Source: an optimization exercise on an open RTL-to-GDS flow (aim: small area, a short achievable clock period and few clock cycles per item). Production flows keep margins and buffers that such runs may drop. Function was checked by simulation only, so behaviour that the tests miss may differ from the original.

[design/flow/run.sh]
#!/bin/bash
# synth_recipe.tcl (not shown) runs the flow's synth.tcl, then flattens the netlist and writes it again
# the make line also repeats each setting of config.mk as NAME=value (left out here)
make -C /OpenROAD-flow-scripts/flow DESIGN_CONFIG=/design/flow/config.mk WORK_HOME=/design/flow/orfs CLKGATE_MAP_FILE= SYNTH_SCRIPT=/design/flow/synth_recipe.tcl finish
[design/flow/config.mk]
export PLATFORM = sky130hd
export DESIGN_NAME = cordic_magphase
export DESIGN_NICKNAME = cordic_magphase
export VERILOG_FILES = /design/flow/design.v
export SDC_FILE = /design/flow/constraint.sdc
export NUM_CORES = 4
export LEC_CHECK = 0
export CAP_MARGIN = 20
export CORE_MARGIN = 2
export CORE_UTILIZATION = 40
export SLEW_MARGIN = 20
[design/flow/constraint.sdc]
create_clock -name core_clock -period 20.0 [get_ports {clk}]
set_input_delay 4.0000 -clock core_clock [delete_from_list [all_inputs] [get_ports {clk}]]
set_output_delay 4.0000 -clock core_clock [all_outputs]
set_load 0.01 [all_outputs]
[design/flow/design.v]
module cordic_magphase (
    input  wire        clk,
    input  wire        rst_n,
    input  wire        start,
    input  wire [15:0] x_in,
    input  wire [15:0] y_in,
    output reg         busy,
    output reg         done,
    output wire [31:0] magnitude,
    output wire [31:0] phase
);
    reg [4:0] cnt;
    reg [16:0] xr;                   
    reg signed [16:0] yr;
    reg signed [31:0] zr;
    reg cneg, cpos;                  
    reg [15:0] mag_r;
    reg [30:0] ph_r;
    assign magnitude = {2'b00, mag_r, 14'b0};
    assign phase = {ph_r[30], ph_r};
    wire xneg = x_in[15];
    wire [16:0] xa = xneg ? -{x_in[15], x_in} : {x_in[15], x_in};
    wire signed [16:0] ya = xneg ? -{y_in[15], y_in} : {y_in[15], y_in};
    wire last = (cnt == 5'd15);
    reg  post;                       
    reg  idle;                       
    wire d = ~yr[16];                
    reg  [16:0] xsh;
    reg  signed [16:0] ysh;
    wire signed [16:0] yfill = {17{yr[16]}};
    always @* begin
        xsh = xr >> cnt[3:0];
        ysh = (cnt[3] & (cnt[2:0] != 3'd0)) ? yfill : (yr >>> cnt[3:0]);
    end
    wire m14 = yr[16];
    wire signed [5:0] v14 = yr[5:0];
    wire signed [5:0] u14 = {3'b0, xr[16:14]};
    wire signed [5:0] v15 = m14 ? v14 + u14 : v14 - u14;
    wire m15 = v15[5];
    wire [16:0] w15 = xr + m14;
    wire signed [5:0] u15 = {4'b0, w15[16:15]};
    wire signed [5:0] v16 = m15 ? v15 + u15 : v15 - u15;
    wire m16 = v16[5];
    wire w16b = w15[16] | (&w15[15:0] & m15);    
    wire signed [5:0] u16 = {5'b0, w16b};
    wire signed [5:0] v17 = m16 ? v16 + u16 : v16 - u16;
    wire m17 = v17[5];
    reg n16, n17;
    always @(posedge clk) begin
        n16 <= m16;
        n17 <= m17;
    end
    wire n15 = yr[16];
    wire [4:0] xtail = {4'd0, n15} + {4'd0, n16} + (n17 ? 5'd15 : 5'd0);
    wire [16:0] xadd = last ? {12'd0, xtail} : ysh;
    wire [16:0] xs = (d | last) ? xr + xadd : xr - ysh;
    wire signed [16:0] ys = d ? yr - xsh : yr + xsh;
    reg [31:0] zt;
    always @* begin
        case (cnt)
        5'd0: case ({cneg, cpos, d})
            3'b000: zt = 32'hE41B7F96;
            3'b001: zt = 32'hFD3D7AEA;
            3'b010: zt = 32'h165F763E;
            3'b011: zt = 32'h2F817192;
            3'b100: zt = 32'hB1D788EE;
            3'b101: zt = 32'hCAF98442;
            default: zt = 32'bx;
            endcase
        5'd1: zt = d ? 32'h0ED63382 : 32'd0;
        5'd2: zt = d ? 32'h07D6DD7E : 32'd0;
        5'd3: zt = d ? 32'h03FAB752 : 32'd0;
        5'd4: zt = d ? 32'h01FF55C0 : 32'd0;
        5'd5: zt = d ? 32'h00FFEAB6 : 32'd0;
        5'd6: zt = d ? 32'h007FFD50 : 32'd0;
        5'd7: zt = d ? 32'h003FFFB4 : 32'd0;
        5'd8: zt = d ? 32'h001FFFDE : 32'd0;
        5'd9: zt = d ? 32'h000FFFFE : 32'd0;
        5'd10: zt = d ? 32'h0007FFFE : 32'd0;
        5'd11: zt = d ? 32'h0003FFFE : 32'd0;
        5'd12: zt = d ? 32'h0001FFFE : 32'd0;
        5'd13: zt = d ? 32'h0000FFFE : 32'd0;
        5'd14: zt = d ? 32'h00007FFE : 32'd0;
        5'd15: case ({d, n16, n17})
            3'd0: zt = 32'h00003FE4;
            3'd1: zt = 32'h00001FFE;
            3'd2: zt = 32'h00001FE6;
            3'd3: zt = 32'h00000000;
            3'd4: zt = 32'h00007FE2;
            3'd5: zt = 32'h00005FFC;
            3'd6: zt = 32'h00005FE4;
            3'd7: zt = 32'h00003FFE;
            endcase
        default: begin
            if (zr > 32'sh3243F6A8) zt = 32'h9B7812AF;
            else if (zr < -32'sh3243F6A8) zt = 32'h6487ED51;
            else zt = 32'd0;
        end
        endcase
    end
    wire [31:0] zs = zr + zt;
    function [79:0] csa(input [39:0] a, input [39:0] b, input [39:0] c);
        csa = {a ^ b ^ c, ((a & b) | (a & c) | (b & c)) << 1};
    endfunction
    wire [39:0] X = {23'd0, xr};
    wire [39:0] s0, c0, s1, c1, s2, c2, s3, c3, s4, c4, s5, c5, s6, c6;
    assign {s0, c0} = csa(X, X << 4, X << 6);
    assign {s1, c1} = csa(X << 10, X << 14, X << 15);
    assign {s2, c2} = csa(X << 17, X << 18, X << 21);
    assign {s3, c3} = csa(s0, c0, s1);
    assign {s4, c4} = csa(c1, s2, c2);
    assign {s5, c5} = csa(s3, c3, s4);
    assign {s6, c6} = csa(s5, c5, c4);
    wire [39:0] prod = s6 + c6;
    always @(posedge clk or negedge rst_n) begin
        if (!rst_n) begin
            busy <= 1'b0;
            idle <= 1'b1;
            done <= 1'b0;
            post <= 1'b0;
            cnt  <= 5'd0;
        end else if (idle) begin
            busy <= start;
            idle <= !start;
            done <= 1'b0;
            post <= 1'b0;
            cnt  <= 5'd0;
        end else begin
            cnt  <= cnt + 1'b1;
            busy <= !post;
            idle <= post;
            done <= post;
            post <= last;
        end
    end
    always @(posedge clk) begin
        if (idle) begin
            xr   <= xa;
            yr   <= ya;
            cneg <= xneg & ya[16];
            cpos <= xneg & ~ya[16];
        end else begin
            xr <= xs;
            yr <= ys;
        end
        zr <= idle ? 32'd0 : zs;
        if (post) begin
            mag_r <= prod[37:22];
            ph_r  <= zs[30:0];
        end
    end
endmodule
==> results of run 1 <==
==> path summary, 6_finish.rpt <==
path | slack, ps | start | end
setup reg to reg | 13570 | cnt[1] | ph_r[29]
hold / removal | 680 | zr[0] | ph_r[0]
max in group asynchronous | 15820 | rst_n | idle
min in group asynchronous | 3850 | rst_n | done
setup / recovery | 13570 | cnt[1] | ph_r[29]
hold reg to reg | 680 | zr[0] | ph_r[0]
==> worst max-delay path, stage by stage, from the launching register on <==
cell	delay [ps]
dfrtp_2	740
ha_1	440
and3_1	180
ha_1	450
or4_1	820
nor2_1	780
a21oi_1	130
ha_1	290
a2111oi_0	360
o21ai_0	260
a41o_1	300
a221oi_1	580
o31a_1	340
o21bai_1	120
a211oi_1	300
nor2_1	60
==> state kept, by name (all words and copies together) (netlist names) <==
register	count
zr	32
n17	1
xr	17
yr	17
mag_r	16
n16	1
cpos	1
cnt	5
idle	1
ph_r	31
cneg	1
done	1
post	1
busy	1
==> synth_stat cells, drive strengths merged, types with 27 or more instances <==
| master | n | area (µm²) |
|---|---|---|
| a21o | 36 | 270 |
| and2 | 36 | 225 |
| fa | 91 | 1820 |
| xnor2 | 79 | 692 |
| dfxtp | 68 | 1360 |
| mux2 | 27 | 304 |
| buf | 31 | 221 |
| edfxtp | 49 | 1470 |
| nand3 | 34 | 170 |
| nand2 | 135 | 507 |
| nor3 | 27 | 135 |
| o21ai | 101 | 505 |
| a31oi | 35 | 219 |
| a21oi | 111 | 559 |
| clkbuf | 47 | 176 |
| nor2 | 146 | 548 |
| ha | 190 | 2380 |
| inv | 150 | 563 |
| mux2i | 32 | 333 |
| xor2 | 47 | 412 |
==> layout make-up <==
class	count	area, µm²
Multi-Input combinational cell	1454	11800
Clock inverter	15	136
Tap cell	518	648
Sequential cell	126	3060
Inverter	150	563
Clock buffer	17	425
Fill cell	3786	21100
Timing Repair Buffer	108	1020
==> stage by stage <==
| stage | area, µm² | std cells | hold slack, ps |
|---|---|---|---|
| global placement | 17100 | 2356 | 684 |
| floorplan | 15800 | 1808 | 548 |
| detailed placement | 17100 | 2356 | 653 |
| finish | 17600 | 2388 | 678 |
| CTS | 17600 | 2388 | 671 |
| global route | 17600 | 2388 | 705 |
==> kinds of logic (layout without fill, tap and decap cells) <==
family,Yosys count,after routing,share of synthesized area (%)
compound gates,441,441,18.1
xor+xnor,126,126,7.00
fa+ha+maj,281,281,26.7
buf+inv,228,290,6.10
flops,126,126,19.4
mux,78,78,6.76
other cells,1,16,0.0238
simple gates,512,512,15.9
==> metal layers <==
metal | vias up | track usage (%)
met1 | 6357 | 29.1
met2 | 363 | 34.2
met5 | - | 0
li1 | 6524 | -
met3 | 44 | 3.18
met4 | 0 | 6.49
==> run summary, run 1 <==
* Clock Latency Late Sink at approximately 470 ps
* Final Cycle Share at 32.1%
* M1 WL at slightly above 20 mm
* Hpwl dp at 32.8 mm
* Share of cells above drive strength 1 at under 10%
* Highest metal used: met4
* Initial antenna violation count at 0
* Initial DRC count at between 900 and 1000
* Final Wtd Congestion at between 0.9 and 1
* Initial Utilization at about two fifths
* Die Area at 0.0410 mm²
* Clock skew at 22.1 ps
* IO Pins at around 100
* Largest net degree at the start of global routing at 71
* First-pass GRT wire length at 68.7 mm
* Place WS at roughly 14000 ps
* GRT Resource Usage Total at 21.1%
* Area grow syn2layout at 12.0%
* Worst slew pin tran at between 900 and 1000 ps
* Average vias per placed instance at 5.56
* Achievable Freq at 156 MHz
* Avg WL per Cell at 17.7 µm
* Finish-stage setup viols at 0
* Root Driver: clkbuf_16
* Max_cap viols at 0
* Hold Crit Class: flop to flop
* Final global-route overflow total at 0
* Final ANT Viol Nets at 0
* Clock net sink count at 126
* Relative slew slack at about a third
* Cells after Synth at around 1800
* Async SR Flop Fraction at 7.14%
* Type of origin of the critical path: flop
* Endpoints failing hold at 0
* Post-CTS Setup Inserts at 0
* Most common cell after layout, fill and taps aside: ha_1
* Worst-path fanout max at 46
* Core Region at 0.0387 mm²
* PortBufs at 84
* Reg2Reg Depth at 15
* Dominant synthesized flop cell: dfxtp_1
* Die height at 202 µm
* Met3 WL at 2.07 mm
* Worst-path clk slew at about 60 ps
* Drt total wl at roughly 42 mm
* Synth unique cells at 88
* Cell Area, Synth at between 0.015 and 0.02 mm²
* Num CTS Buffers at 17
* Final core utilization at 45.6%
* Drt pass-1 iters at 6
* Yosys warns at 1
* Die Wd at roughly 200 µm
* Synthesis-stage register bit count at 126
* Mean post-synth cell area at 8.79 µm²
* Most frequent cells in the layout: ha_1, inv_1, nor2_1
* Min cycle time layout at 6430 ps
* EDFF count, synth at about 50
* CTS tree: done
* Antenna diode count at 0
* Arr. time, crit path at 6630 ps
* Register area share after synthesis at 19.4%
* Bufs on Longest Clock Path at 2
* Final worst setup slack at 13570 ps
* H-tree levels at 4
* DRC at 0
* # rows at 72
* Cts hold-fix bufs at 0
* Met2 wire len at approximately 19 mm
* CTS resizes at 0
* Vias at ~13000
* RSZ-0062 raised after global routing: false
* Slew Viols, Final at 0
* Hold depth at 1
* CP Class: flop to flop
* Nets at 2173
* Setup_tns at 0 ps
* Crit path capture type: flop
* Vias in the first global route at between 10000 and 15000
* Worst path required time at ~20000 ps
* Outcome: complete, no violations
Testbench counts, summed over its fixed seeds: cycles 57,600, ops 3,200.
==> run 2: changes to the inputs <==
--- a/design/flow/design.v
+++ b/design/flow/design.v
@@ -19,8 +19,10 @@
     assign magnitude = {2'b00, mag_r, 14'b0};
     assign phase = {ph_r[30], ph_r};
     wire xneg = x_in[15];
-    wire [16:0] xa = xneg ? -{x_in[15], x_in} : {x_in[15], x_in};
-    wire signed [16:0] ya = xneg ? -{y_in[15], y_in} : {y_in[15], y_in};
+    wire [16:0] xa;
+    wire signed [16:0] ya;
+    cordic_magphase_negif negx (.v(x_in), .n(xneg), .r(xa));
+    cordic_magphase_negif negy (.v(y_in), .n(xneg), .r(ya));
     wire last = (cnt == 5'd15);
     reg  post;                       
     reg  idle;                       
@@ -150,3 +152,19 @@
         end
     end
 endmodule
+module cordic_magphase_negif (
+    input  wire [15:0] v,
+    input  wire        n,
+    output wire [16:0] r
+);
+    wire [15:0] lo;                  
+    assign lo[0] = 1'b0;
+    genvar k;
+    generate
+        for (k = 1; k < 16; k = k + 1) begin : g
+            assign lo[k] = |v[k-1:0];
+        end
+    endgenerate
+    assign r[15:0] = v ^ ({16{n}} & lo);
+    assign r[16] = v[15] ^ (n & (|v));
+endmodule
==> design/flow/flow/run.sh (new file) <==
#!/bin/bash
# Layout flow: the standard flow (standard.sh: the standard synthesis
# script and ORFS steps, unchanged), with two settings added to config.mk:
#  - SYNTH_HIERARCHICAL 1: each module is mapped by ABC on its own, so the
#    small input-conditioning module is mapped for speed;
set -o pipefail
cp config.mk config_orig.txt
{
  echo "export SYNTH_HIERARCHICAL = 1"
  echo "export SETUP_SLACK_MARGIN = 15"
  echo "export CTS_BUF_LIST = sky130_fd_sc_hd__clkbuf_8"
  echo "export CTS_CLUSTER_SIZE = 30"
} >> config.mk
bash standard.sh > standard.log 2>&1
==> design/flow/standard.sh (new file) <==
#!/bin/bash
# synth_recipe.tcl (not shown) runs the flow's synth.tcl, then flattens the netlist and writes it again
# the make line also repeats each setting of config.mk as NAME=value (left out here)
make -C /OpenROAD-flow-scripts/flow DESIGN_CONFIG=/design/flow/config.mk WORK_HOME=/design/flow/orfs CLKGATE_MAP_FILE= SYNTH_SCRIPT=/design/flow/synth_recipe.tcl "${@:-finish}"
--- a/design/flow/config.mk
+++ b/design/flow/config.mk
@@ -9,3 +9,7 @@
 export CORE_MARGIN = 2
 export CORE_UTILIZATION = 40
 export SLEW_MARGIN = 20
+export SYNTH_HIERARCHICAL = 1
+export SETUP_SLACK_MARGIN = 15
+export CTS_BUF_LIST = sky130_fd_sc_hd__clkbuf_8
+export CTS_CLUSTER_SIZE = 30
removed: design/flow/run.sh
==> run 2 against run 1 <==
Against the previous run:
- clock skew decreased by 1.1 ps
- worst setup slack better by 1400 ps
- sequential cell count is the same
- final cell count rose by 5.2%
- design area is 8.8% higher
- count of clock-buffer cells in the layout rose by 1
- sequential share of layout area fell by 1.2 points
- critical path depth decreased by 14
- fmax up 27%
==> run summary, run 2 <==
* Bufs on Longest Clock Path at 2
* Cell Area, Synth at ~0.016 mm²
* CP max stage delay at 410 ps
* Critical path buffers and inverters at 1
* Share of cells above drive strength 1 at 18.6%
* Worst slew pin tran at 769 ps
* Dominant synthesized flop cell: dfxtp_1
* Synth unique cells at 105
* Cells after Synth at 1845
* Worst-path clk slew at 90 ps
* Most common cell after layout, fill and taps aside: ha_1
* Synthesis-stage register bit count at about 130
* PortBufs at between 80 and 90
* CTS tree: done
* Final worst setup slack at 14940 ps
* Register area share after synthesis at roughly a fifth
* Average vias per placed instance at approximately 5.7
* Worst path required time at 16000 ps
* Nets at 2280
* Async SR Flop Fraction at 7.14%
* Avg WL per Cell at 18.8 µm
* Multi-input logic area at 0.0129 mm²
* Area grow syn2layout at 16.9%
* Final global-route overflow total at 0
* Outcome: complete, no violations
* Num CTS Buffers at 17
* Most frequent cells in the layout: ha_1, inv_1, nand2_1
* Delay-heaviest family, CP: flip-flops
* Place WS at 14060 ps
* IO Pins at just over 100
* Type of origin of the critical path: flop
* Most frequent cell after synthesis: ha_1
* Largest net degree at the start of global routing at 73
* Vias in the first global route at 13643
* Yosys warns at 7
* Slew Viols, Final at 0
* Finish-stage setup viols at 0
* H-tree levels at 4
* Initial DRC count at ~1100
* RSZ-0062 raised after global routing: true
* Cts hold-fix bufs at 0
* Min cycle time layout at 5060 ps
* Final ANT Viol Nets at 0
* Final Wtd Congestion at 0.918
* # rows at 74
* Initial antenna violation count at 0
* Vias at about 14000
* Yosys top cell area share at 14.3%
* CP max-delay cell: edfxtp_1
* Reg area at about 0.0031 mm²
* Drt pass-1 iters at 7
* Die Wd at 207 µm
* Crit path capture type: output port
* Endpoints failing hold at 0
* Achievable Freq at 198 MHz
* Max_cap viols at 0
* Max reg flops at 32
* Core Region at 0.0406 mm²
* Setup_tns at 0 ps
* Arr. time, crit path at 1060 ps
* Clock skew at 21.0 ps
* Final Cycle Share at roughly a quarter
* Relative slew slack at 48.6%
* Most instantiated cells after synthesis: ha_1, inv_1, nand2_1
* Leading area contributor after synthesis: ha_1
* EDFF count, synth at 49
* Die height at 207 µm
* Clock Latency Late Sink at 500 ps
* Root Driver: clkbuf_8
* CP Class: flop to output port
* First-pass GRT wire length at 73.1 mm
* Die Area at 0.0427 mm²
* DRC at 0
* Hpwl dp at roughly 33 mm
* Drt total wl at 47.2 mm
* Placed Cells at 2402
* Largest Register: zr
* Fill cell count at 3879
* Largest registers: zr (32), ph_r (31)
* GRT Resource Usage Total at 21.7%
* Initial Utilization at about two fifths
* Hold Crit Class: flop to flop
* Antenna diode count at 0
* Clock net sink count at between 100 and 150
* Largest cells by area after synthesis: ha_1, fa_1, edfxtp_1, dfxtp_1, xnor2_1
* Worst-path fanout max at 2
* Mean post-synth cell area at 8.90 µm²
* Final std cells w/o fill at 2511
* CP cell instances: buf_2
## run 2: changes by cell type after synthesis, moves of 11 or more
cell	delta
nor2b_1	+23
mux2i_1	-12
nand3_1	-11
and2_1	-23
o21a_1	+12
nand2_1	+12
nor2_1	-20
nor3_1	+19
## run 2: stage by stage
step	hold WS (ps)	instance area [µm²]	utilization, %
finish	668	19200	47.2
global route	692	19200	47.2
global placement	645	17700	43.5
CTS	671	18300	45.1
floorplan	535	16500	-
detailed placement	641	17700	43.5
## run 2: logic make-up after synthesis
group,synth area share [%]
AND/OR/NAND/NOR,16.1
AO/OA/AOI/OAI,19.7
adder cells (fa/ha/maj),25.4
buffers and inverters,6.26
flip-flops,18.6
XOR/XNOR,6.67
multiplexers,7.23
other,0.0228
## run 2: what timing repair did
action,CTS,global route
buffers inserted,23,45
cloned,2,7
endpoints found under the setup margin,131,106
pin swaps,17,32
gates resized for setup,316,89
hold endpoints to repair,0,0
## run 2: metal layers
layer  track usage, %  vias to the layer above  wire length [µm]
met5                0                        -                 0
met4             6.25                        0              1150
met3             2.92                       85              2960
met2             34.9                      518             21700
met1             30.4                     6864             21400
li1                 -                     6870                 -
## run 2: final timing paths
check / cells past startpoint / slack, ps / startpoint / endpoint
worst max-delay path: 1 / 14940 / ph_r[30] / phase[30]
worst min-delay path: 1 / 670 / zr[0] / ph_r[0]
worst max register to register: 18 / 15140 / xr[4] / mag_r[15]
worst min register to register: 1 / 670 / zr[0] / ph_r[0]
max in group asynchronous: 1 / 15840 / rst_n / post
min in group asynchronous: 1 / 3800 / rst_n / cnt[4]
## run 2: modules after synthesis (local to each module, per instance)
module | area (µm²) | times used | flip-flops and latches | cells
cordic_magphase_negif | 365 | 2 | 0 | 41
cordic_magphase | 15700 | 1 | 126 | 1763
## run 2: final cells by class
class	count	area share, %
multi-input cells	1490	67.2
flip-flops and latches	126	16.2
repair buffers	174	7.74
well taps	532	3.47
inverters	155	3.16
clock buffers	18	1.29
clock inverters	14	0.854
repair inverters	2	0.0652
Testbench counts of run 2, summed over its fixed seeds: cycles 57,600, ops 3,200.
==> run 3: changes to the inputs <==
--- a/design/flow/flow/run.sh
+++ b/design/flow/flow/run.sh
@@ -8,7 +8,5 @@
 {
   echo "export SYNTH_HIERARCHICAL = 1"
   echo "export SETUP_SLACK_MARGIN = 15"
-  echo "export CTS_BUF_LIST = sky130_fd_sc_hd__clkbuf_8"
-  echo "export CTS_CLUSTER_SIZE = 30"
 } >> config.mk
 bash standard.sh > standard.log 2>&1
--- a/design/flow/config.mk
+++ b/design/flow/config.mk
@@ -11,5 +11,3 @@
 export SLEW_MARGIN = 20
 export SYNTH_HIERARCHICAL = 1
 export SETUP_SLACK_MARGIN = 15
-export CTS_BUF_LIST = sky130_fd_sc_hd__clkbuf_8
-export CTS_CLUSTER_SIZE = 30
==> run 3 against run 2 <==
Against the previous run:
- clock skew down 7.0 ps
- design area increased by 0.79%
- worst hold slack lost 3.3 ps
- largest cell class unchanged
- global-route usage grew 0.13 points
- via count barely moved
- non-clock buffer count shrank 6
- worst setup slack gained 50 ps
- synthesized cell count unchanged
- still clean
- register-to-register slack barely moved
- critical path type unchanged
==> run summary, run 3 <==
* Outcome: complete, no violations
* Synthesis-stage register bit count at ~130
* Delay-heaviest family, CP: flip-flops
* EDFF count, synth at 49
* Drt pass-1 iters at 6
* CP max-delay cell: edfxtp_1
* Initial Utilization at 40.4%
* Area grow syn2layout at 17.8%
* Initial antenna violation count at 0
* Yosys top cell area share at 14.3%
* Leading area contributor after synthesis: ha_1
* CTS tree: done
* Cells after Synth at about 1800
* Arr. time, crit path at 1010 ps
* Slew Viols, Final at 0
* Final core utilization at 47.6%
* Final ANT Viol Nets at 0
* Worst-path clk slew at 70 ps
* Clock skew at 14.0 ps
* Share of cells above drive strength 1 at 18.8%
* Critical path buffers and inverters at 1
* PortBufs at 84
* Avg WL per Cell at 18.8 µm
* Largest Register: zr
* Final Wtd Congestion at 0.918
* Average vias per placed instance at ~5.7
* CP Class: flop to output port
* Largest registers: zr (32), ph_r (31)
* Core Region at 0.0406 mm²
* Clock net sink count at 126
* Num CTS Buffers at 17
* Initial DRC count at slightly above 1000
* Most frequent cell after synthesis: ha_1
* Async SR Flop Fraction at 7.14%
* Worst path required time at 16000 ps
* Final Cycle Share at 25.1%
* Multi-input logic area at 0.0129 mm²
* Die Wd at 207 µm
* Largest net degree at the start of global routing at 73
* # rows at 74
* Most instantiated cells after synthesis: ha_1, inv_1, nand2_1
* Bufs on Longest Clock Path at 2
* Yosys warns at 7
* Vias in the first global route at 13735
* Nets at 2274
* CP cell instances: buf_2
* Drt total wl at 47.1 mm
* Largest cells by area after synthesis: ha_1, fa_1, edfxtp_1, dfxtp_1, xnor2_1
* Crit path capture type: output port
* Finish-stage setup viols at 0
* Mean post-synth cell area at around 8.9 µm²
* Cts hold-fix bufs at 0
* IO Pins at 101
* Antenna diode count at 0
* Cell Area, Synth at 0.0164 mm²
* Worst-path fanout max at 2
* Final global-route overflow total at 0
* Synth unique cells at roughly 110
* Endpoints failing hold at 0
* Most frequent cells in the layout: ha_1, inv_1, nand2_1
* Register area share after synthesis at 18.6%
* RSZ-0062 raised after global routing: true
* Worst slew pin tran at 813 ps
* DRC at 0
* GRT Resource Usage Total at 21.8%
* Relative slew slack at 45.6%
* Root Driver: clkbuf_16
* Dominant synthesized flop cell: dfxtp_1
* Hpwl dp at 33.4 mm
* Hold Crit Class: flop to flop
* Vias at 14347
* Reg area at 0.00311 mm²
* Most common cell after layout, fill and taps aside: ha_1
* Die height at 207 µm
* First-pass GRT wire length at 73.4 mm
* Setup_tns at 0 ps
* H-tree levels at 4
* Type of origin of the critical path: flop
* Achievable Freq at 199 MHz
* Max_cap viols at 0
* Fill cell count at a little under 4000
* Die Area at 0.0427 mm²
* Clock Latency Late Sink at 460 ps
* Max reg flops at 32
* CP max stage delay at 400 ps
* Min cycle time layout at 5010 ps
## run 3: Yosys stat by module (local to each module, per instance)
module                 area (µm²)  times used  flops+latches  cells inside
cordic_magphase             15700           1            126          1763
cordic_magphase_negif         365           2              0            41
## run 3: cells by family after synthesis
group / Yosys count / synth area share (%)
and+or+nand+nor: 516 / 16.1
AOI/OAI and AO/OA: 475 / 19.7
adders and majority gates: 279 / 25.4
buffers and inverters: 244 / 6.26
DFF: 126 / 18.6
xor gates and xnor gates: 125 / 6.67
muxes: 79 / 7.23
other: 1 / 0.0228
## run 3: final timing paths
check,startpoint,endpoint,cells past startpoint,slack [ps]
worst max-delay path,ph_r[30],phase[30],1,14990
worst min-delay path,zr[0],ph_r[0],1,660
worst max register to register,xr[16],mag_r[9],18,15130
worst min register to register,zr[0],ph_r[0],1,660
max in group asynchronous,rst_n,post,1,15790
min in group asynchronous,rst_n,cnt[4],1,3860
## run 3: repair_timing
action                                  4_1_cts  5_1_grt
gates cloned                                  2        7
resized for setup                           347       87
setup buffers                                26       36
pin swaps                                    21       32
endpoints found under the setup margin      132       59
## run 3: area by class of cell
cell class	count	share of cell area, %
Timing Repair inverter	2	0.0647
Clock inverter	12	0.808
Tap cell	532	3.44
Timing Repair Buffer	168	7.44
Sequential cell	126	16.1
Clock buffer	20	2.31
Inverter	155	3.12
Multi-Input combinational cell	1490	66.7
## run 3: per-layer routing
| layer | GRT usage, % | vias up | wire length (µm) |
|---|---|---|---|
| met2 | 35.0 | 547 | 21400 |
| met1 | 30.1 | 6840 | 21300 |
| met3 | 3.25 | 109 | 2910 |
| met5 | 0 | - | 0 |
| li1 | - | 6851 | - |
| met4 | 6.96 | 0 | 1430 |
## run 3: stage by stage
step                worst slack, ps  hold WS, ps  std cells  cell area, µm²
global route                  14910          684       2505           19300
floorplan                     14920          535       1860           16500
detailed placement            14060          641       2402           17700
CTS                           14950          665       2462           18600
finish                        14990          665       2505           19300
global placement              14100          645       2402           17700
==> run 4: changes to the inputs <==
--- a/design/flow/config.mk
+++ b/design/flow/config.mk
@@ -7,7 +7,7 @@
 export LEC_CHECK = 0
 export CAP_MARGIN = 20
 export CORE_MARGIN = 2
-export CORE_UTILIZATION = 40
+export CORE_UTILIZATION = 60
 export SLEW_MARGIN = 20
 export SYNTH_HIERARCHICAL = 1
 export SETUP_SLACK_MARGIN = 15
==> run 4 against run 3 <==
Against the previous run:
- still clean on timing, DRC and antenna
- critical path depth up 8
- register-to-register slack about the same
- core utilization is 23 points higher
==> run summary, run 4 <==
* Antenna diode count at 0
* CP Class: input port to flop
* Crit path launch: y_in[0]
* Share of cells above drive strength 1 at 19.0%
* Most instantiated cells after synthesis: ha_1, inv_1, nand2_1
* Relative slew slack at 44.9%
* Hpwl dp at 32.5 mm
* Async SR Flop Fraction at approximately 7.1%
* Crit path capture type: flop
* Area grow syn2layout at 16.1%
* Final worst setup slack at 15020 ps
* Largest Register: zr
* Worst-path fanout max at 3
* Final Wtd Congestion at 0.909
* Vias in the first global route at around 14000
* Finish-stage setup viols at 0
* Drt total wl at 46.1 mm
* Largest registers: zr (32), ph_r (31)
* Max reg flops at 32
* # rows at 60
* Largest cells by area after synthesis: ha_1, fa_1, edfxtp_1, dfxtp_1, xnor2_1
* Min cycle time layout at 4980 ps
* Initial DRC count at 1393
* Type of origin of the critical path: input port
* Worst-path clk slew at 80 ps
* Yosys top cell area share at 14.3%
* Bufs on Longest Clock Path at 2
* Cell Area, Synth at 0.0164 mm²
* EDFF count, synth at 49
* Clock net sink count at 126
* Worst path required time at between 20000 and 25000 ps
* Clock Latency Late Sink at between 400 and 500 ps
* Avg WL per Cell at 19.9 µm
* Placed Cells at 2212
* Largest net degree at the start of global routing at 59
* Nets at 2274
* RSZ-0062 raised after global routing: true
* Initial Utilization at 61.1%
* DRC at 0
* Outcome: complete, no violations
* Final std cells w/o fill at ~2300
* Max_cap viols at 0
* Cells after Synth at 1845
* RR Startpoint: cnt[1]
* Setup_tns at 0 ps
* Synth unique cells at 105
* Num CTS Buffers at 17
* Drt pass-1 iters at 5
* CTS tree: done
* Hold Crit Start: zr[0]
* Die height at 169 µm
* Yosys warns at 7
* IO Pins at 101
* Dominant synthesized flop cell: dfxtp_1
* Mean post-synth cell area at 8.90 µm²
* GRT Resource Usage Total at a little under a third
* Die Area at 0.0287 mm²
* Initial antenna violation count at 0
* Hold Crit Class: flop to flop
* First-pass GRT wire length at 72.3 mm
* Final global-route overflow total at 0
* Worst slew pin tran at 823 ps
* Register area share after synthesis at a little under a fifth
* H-tree levels at 4
* Fill cell count at 2183
* Root Driver: clkbuf_16
* Slew Viols, Final at 0
* Arr. time, crit path at 5360 ps
* Endpoints failing hold at 0
* Final Cycle Share at 24.9%
* Most common cell after layout, fill and taps aside: ha_1
* PortBufs at 84
* Final ANT Viol Nets at 0
* Achievable Freq at 201 MHz
* Synthesis-stage register bit count at roughly 130
* Leading area contributor after synthesis: ha_1
* Core Region at 0.0269 mm²
* Place WS at about 14000 ps
* Most frequent cell after synthesis: ha_1
* Most frequent cells in the layout: ha_1, inv_1, nand2_1
* Vias at 14528
* Die Wd at 169 µm
* Average vias per placed instance at 6.28
* Clock skew at 12.3 ps
==> run 4: cell types whose count changed in the layout (fill, tap and decap cells not counted), sizes merged <==
cell,before,now
clkbuf,30,27
clkdlybuf4s15,8,5
dlygate4sd2,7,2
clkinv,3,4
dlymetal6s2s,2,1
bufbuf,1,2
buf,136,144
inv,155,160
clkinvlp,8,7
bufinv,3,1
==> run 4: modules after synthesis (local to each module, per instance) <==
module | times used | cells
cordic_magphase | 1 | 1763
cordic_magphase_negif | 2 | 41
==> run 4: path summary, 6_finish.rpt <==
kind | endpoint | slack (ps) | cells after the start
worst max-delay path | yr[9] | 15020 | 9
worst min-delay path | ph_r[0] | 640 | 1
worst max register to register | xr[15] | 15130 | 19
worst min register to register | ph_r[0] | 640 | 1
max in group asynchronous | post | 15790 | 1
min in group asynchronous | busy | 3860 | 1
==> run 4: critical path, cell delays in order <==
cell     delay [ps]
buf_8           100
nor4_4          300
buf_4           180
nand2_4          70
buf_6           140
o31ai_4         240
xnor2_1         160
nand2_1          70
o21ai_1          90
==> run 4: cells by family (layout without fill, tap and decap cells) <==
logic type / after synthesis / count (layout) / synth area share [%]
compound gates: 475 / 475 / 19.7
xor+xnor: 125 / 125 / 6.67
fa+ha+maj: 279 / 279 / 25.4
buf+inv: 244 / 357 / 6.26
flops: 126 / 126 / 18.6
mux: 79 / 79 / 7.23
other cells: 1 / 16 / 0.0228
simple gates: 516 / 516 / 16.1
==> run 4: routing by layer <==
layer | part of all wire (%) | track usage (%)
met1 | 44 | 43.4
met5 | 0 | 0
met4 | 2.4 | 8.47
met2 | 47 | 52.4
met3 | 6.7 | 4.43
==> run 4: cell type report <==
cell class                      instances  area [µm²]  share of cell area (%)
Multi-Input combinational cell       1490       12900                    67.9
Sequential cell                       126        3110                    16.3
Timing Repair Buffer                  168        1370                    7.20
Inverter                              155         596                    3.12
Tap cell                              341         427                    2.24
Clock buffer                           17         425                    2.23
Clock inverter                         15         169                   0.886
Timing Repair inverter                  2        12.5                  0.0656
==> run 4: stage by stage <==
stage / hold WS, ps / area [µm²] / util (%)
after detailed placement: 616 / 17400 / 64.9
after floorplan: 535 / 16500 / -
final: 636 / 19100 / 70.9
after global routing: 689 / 19100 / 70.9
after global placement: 611 / 17400 / 64.9
after CTS: 644 / 18300 / 68.1
==> run 4: what timing repair did <==
item,in CTS,in global routing
pin swaps,21,33
gates resized for setup,352,122
hold endpoints to repair,0,0
cloned,4,3
buffers inserted,30,33
hold buffers,0,0
setup endpoints to repair,133,50
==> run 5: changes to the inputs <==
--- a/design/flow/design.v
+++ b/design/flow/design.v
@@ -13,7 +13,6 @@
     reg [16:0] xr;                   
     reg signed [16:0] yr;
     reg signed [31:0] zr;
-    reg cneg, cpos;                  
     reg [15:0] mag_r;
     reg [30:0] ph_r;
     assign magnitude = {2'b00, mag_r, 14'b0};
@@ -24,6 +23,7 @@
     cordic_magphase_negif negx (.v(x_in), .n(xneg), .r(xa));
     cordic_magphase_negif negy (.v(y_in), .n(xneg), .r(ya));
     wire last = (cnt == 5'd15);
+    wire [31:0] zinit = ~xneg ? 32'hE41B7F96 : ya[16] ? 32'hB1D788EE : 32'h165F763E;
     reg  post;                       
     reg  idle;                       
     wire d = ~yr[16];                
@@ -60,15 +60,7 @@
     reg [31:0] zt;
     always @* begin
         case (cnt)
-        5'd0: case ({cneg, cpos, d})
-            3'b000: zt = 32'hE41B7F96;
-            3'b001: zt = 32'hFD3D7AEA;
-            3'b010: zt = 32'h165F763E;
-            3'b011: zt = 32'h2F817192;
-            3'b100: zt = 32'hB1D788EE;
-            3'b101: zt = 32'hCAF98442;
-            default: zt = 32'bx;
-            endcase
+        5'd0: zt = d ? 32'h1921FB54 : 32'd0;
         5'd1: zt = d ? 32'h0ED63382 : 32'd0;
         5'd2: zt = d ? 32'h07D6DD7E : 32'd0;
         5'd3: zt = d ? 32'h03FAB752 : 32'd0;
@@ -105,15 +97,17 @@
         csa = {a ^ b ^ c, ((a & b) | (a & c) | (b & c)) << 1};
     endfunction
     wire [39:0] X = {23'd0, xr};
+    wire [39:0] N = {23'd0, ~xr};
     wire [39:0] s0, c0, s1, c1, s2, c2, s3, c3, s4, c4, s5, c5, s6, c6;
     assign {s0, c0} = csa(X, X << 4, X << 6);
-    assign {s1, c1} = csa(X << 10, X << 14, X << 15);
-    assign {s2, c2} = csa(X << 17, X << 18, X << 21);
+    assign {s1, c1} = csa(X << 10, N << 14, N << 16);
+    assign {s2, c2} = csa(X << 19, X << 21, 40'hFD80014000);
     assign {s3, c3} = csa(s0, c0, s1);
     assign {s4, c4} = csa(c1, s2, c2);
     assign {s5, c5} = csa(s3, c3, s4);
     assign {s6, c6} = csa(s5, c5, c4);
-    wire [39:0] prod = s6 + c6;
+    wire [39:0] psum = s6 + c6;
+    wire [15:0] prod = psum[37:22];
     always @(posedge clk or negedge rst_n) begin
         if (!rst_n) begin
             busy <= 1'b0;
@@ -139,15 +133,13 @@
         if (idle) begin
             xr   <= xa;
             yr   <= ya;
-            cneg <= xneg & ya[16];
-            cpos <= xneg & ~ya[16];
         end else begin
             xr <= xs;
             yr <= ys;
         end
-        zr <= idle ? 32'd0 : zs;
+        zr <= idle ? zinit : zs;
         if (post) begin
-            mag_r <= prod[37:22];
+            mag_r <= prod;
             ph_r  <= zs[30:0];
         end
     end
--- a/design/flow/config.mk
+++ b/design/flow/config.mk
@@ -7,7 +7,7 @@
 export LEC_CHECK = 0
 export CAP_MARGIN = 20
 export CORE_MARGIN = 2
-export CORE_UTILIZATION = 60
+export CORE_UTILIZATION = 40
 export SLEW_MARGIN = 20
 export SYNTH_HIERARCHICAL = 1
 export SETUP_SLACK_MARGIN = 15
==> run 5 against run 4 <==
Against the previous run:
- worst hold slack got worse by 35 ps
- clock skew up 2.6 ps
- fmax shrank 0.36%
- sequential cell count is 2 lower
- design area shrank 2.8%
- area after synthesis down 4.1%
- die area up 43%
- count of clock-buffer cells in the layout up 2
- largest cell class unchanged
==> run summary, run 5 <==
* CP max-delay cell: nor4_4
* Cell Area, Synth at between 0.015 and 0.02 mm²
* Reg2reg end: mag_r[8]
* Min cycle time layout at about 5000 ps
* Die height at 202 µm
* Drt pass-1 iters at 5
* Hpwl dp at 34.3 mm
* Die Wd at 202 µm
* Largest Register: zr
* Die Area at 0.0410 mm²
* Final ANT Viol Nets at 0
* Synthesis-stage register bit count at 124
* Most instantiated cells after synthesis: ha_1, nand2_1, inv_1
* Clock skew at about 15 ps
* Synth unique cells at 94
* Cells after Synth at 1777
* Leading area contributor after synthesis: ha_1
* Initial antenna violation count at 0
* Num CTS Buffers at 17
* Final Cycle Share at around a quarter
* Final Cell Area at 0.0185 mm²
* Outcome: complete, no violations
* Async SR Flop Fraction at 7.26%
* Average vias per placed instance at 5.71
* Slew Viols, Final at 0
* Vias in the first global route at roughly 13000
* Arr. time, crit path at 5320 ps
* Area grow syn2layout at 17.7%
* Worst slew pin tran at 1020 ps
* CP Class: input port to flop
* Share of cells above drive strength 1 at 20.0%
* Endpoints failing hold at 0
* Max_cap viols at 0
* Worst reg2reg setup slack at 15170 ps
* Max reg flops at 32
* Worst path required time at 20320 ps
* IO Pins at 101
* Largest net degree at the start of global routing at 77
* CP max stage delay at ~370 ps
* Antenna diode count at 0
* Bufs on Longest Clock Path at 2
* Dominant synthesized flop cell: dfxtp_1
* Vias at 13847
* Core Region at roughly 0.039 mm²
* Worst-path fanout max at 3
* Hold Crit Start: zr[0]
* Final Wtd Congestion at 0.931
* Largest cells by area after synthesis: ha_1, fa_1, edfxtp_1, dfxtp_1, xnor2_1
* Largest registers: zr (32), ph_r (31)
* PortBufs at 84
* Mean post-synth cell area at 8.86 µm²
* CTS tree: done
* Root Driver: clkbuf_16
* Type of origin of the critical path: input port
* Final global-route overflow total at 0
* Initial DRC count at ~980
* Hold Slack at roughly 600 ps
* H-tree levels at 4
* RSZ-0062 raised after global routing: true
* Initial Utilization at 40.7%
* Reg2Reg Depth at 18
* Finish-stage setup viols at 0
* Placed Area at 0.0170 mm²
* DRC at 0
* RR Startpoint: xr[16]
* Most frequent cells in the layout: ha_1, nand2_1, inv_1
* Crit path capture type: flop
* Clock net sink count at 124
* Setup_tns at 0 ps
* Hold Path End: ph_r[0]
* Avg WL per Cell at just under 20 µm
* First-pass GRT wire length at a little over 70 mm
* EDFF count, synth at 47
* Clock Latency Late Sink at ~450 ps
* Yosys top cell area share at 16.1%
* CP cell instances: buf_6, nor4_4, nand3_2, o31ai_2, xnor2_1, mux2_4
* GRT Resource Usage Total at 22.2%
* Hold depth at 1
* Most common cell after layout, fill and taps aside: ha_1
* Yosys warns at 7
* # rows at 72
* Drt total wl at roughly 47 mm
* Achievable Freq at 200 MHz
* Register area share after synthesis at roughly a fifth
* Worst-path clk slew at 60 ps
* Relative slew slack at 32.2%
* Hold Crit Class: flop to flop
* Nets at 2206
* Most frequent cell after synthesis: ha_1
## run 5: cell count changes in the layout (fill, tap and decap cells not counted), sizes merged, moves of 13 or more
| cell | change |
|---|---|
| nor2b | -28 |
| inv | -25 |
| o21ai | +18 |
| fa | -17 |
| ha | +15 |
| a31oi | -13 |
## run 5: layer usage
layer  routed length, µm  GRT usage [%]  vias to the layer above
li1                    -              -                     6616
met1               21300           30.5                     6736
met2               22200           36.4                      438
met3                2650           3.56                       57
met4                 745           5.74                        0
met5                   0              0                        -
## run 5: worst max path at each step
stage,from,end
2_1_floorplan,y_in[3],zr[24]
3_5_place_dp,cnt[1],ph_r[27]
6_report,x_in[3],xr[13]
4_1_cts,y_in[3],yr[14]
3_3_place_gp,cnt[1],ph_r[27]
5_1_grt,y_in[9],yr[13]
## run 5: critical path, delay by kind of cell
kind | cells | cell delay (ps)
buffers and inverters | 1 | 110
AND/OR/NAND/NOR | 2 | 540
multiplexers | 1 | 280
AO/OA/AOI/OAI | 1 | 250
XOR/XNOR | 1 | 140
## run 5: cell type report
type                            count  area, µm²
Clock buffer                       19        433
Clock inverter                     13        190
Fill cell                        3755      20200
Inverter                          143        583
Multi-Input combinational cell   1440      12300
Sequential cell                   124       3050
Tap cell                          518        648
Timing Repair Buffer              168       1360
## run 5: timing repair
action / in CTS / in global routing
endpoints found under the hold margin: 0 / 0
endpoints found under the setup margin: 150 / 65
pin swaps: 25 / 31
gates resized for setup: 395 / 92
cloned: 2 / 3
hold buffers: 0 / 0
setup buffers: 29 / 34
## run 5: cell families after synthesis
logic type	Yosys count	synth area share, %
flip-flops	124	19.0
AND/OR/NAND/NOR	489	15.8
multiplexers	68	6.67
XOR/XNOR	124	6.90
buffers and inverters	228	6.30
other	1	0.0238
AO/OA/AOI/OAI	466	19.7
adder cells (fa/ha/maj)	277	25.5
## run 5: per-stage QoR
| stage | utilization (%) | setup WS [ps] | cells |
|---|---|---|---|
| after floorplan | - | 14830 | 1792 |
| after global placement | 43.9 | 13650 | 2325 |
| after detailed placement | 43.9 | 13480 | 2325 |
| after CTS | 46.3 | 14970 | 2388 |
| after global routing | 47.9 | 14920 | 2425 |
| final | 47.9 | 15000 | 2425 |
## run 5: per-module statistics from Yosys (local to each module, per instance)
module | area (µm²) | cells | flops+latches
cordic_magphase_negif | 365 | 41 | 0
cordic_magphase | 15000 | 1695 | 124
Testbench counts of run 5, summed over its fixed seeds: cycles 57,600, ops 3,200.

## what the ideal ports hide
The results above use ideal ports. As a check the final layouts listed here were re-extracted and re-timed, cells and wires unchanged. Step 1 (the two cells are an assumption about what drives the block):
set clk [get_ports {clk}]
set_driving_cell -lib_cell sky130_fd_sc_hd__clkbuf_16 $clk
set_driving_cell -lib_cell sky130_fd_sc_hd__buf_2 [delete_from_list [all_inputs] $clk]
Step 2 moves the port delays by t, midway between the first and last clock arrival at a register: inputs arrive t later, outputs are due t later. That takes back most of the time a late clock gives input paths. a / b / c = ideal / step 1 / step 2; a / b = the first two.
run	shift t [ns]	setup slack, ns	worst hold slack (ns)	worst register clock-pin slew, ns
run 1	0.505	13.574 / 13.574 / 13.574	0.678 / 0.678 / 0.678	0.07 / 0.07
run 2	0.534	14.938 / 14.890 / 14.545	0.668 / 0.668 / 0.668	0.10 / 0.10
run 3	0.502	14.987 / 14.933 / 14.541	0.665 / 0.665 / 0.665	0.07 / 0.07
run 4	0.488	15.017 / 14.982 / 14.544	0.636 / 0.636 / 0.636	0.08 / 0.08
run 5	0.487	14.999 / 14.969 / 14.533	0.601 / 0.601 / 0.601	0.07 / 0.07
After both steps every run listed still meets setup and hold. The setup slack of run 4, which loses most, moves by -0.035 ns with the drivers and by -0.473 ns with both steps.
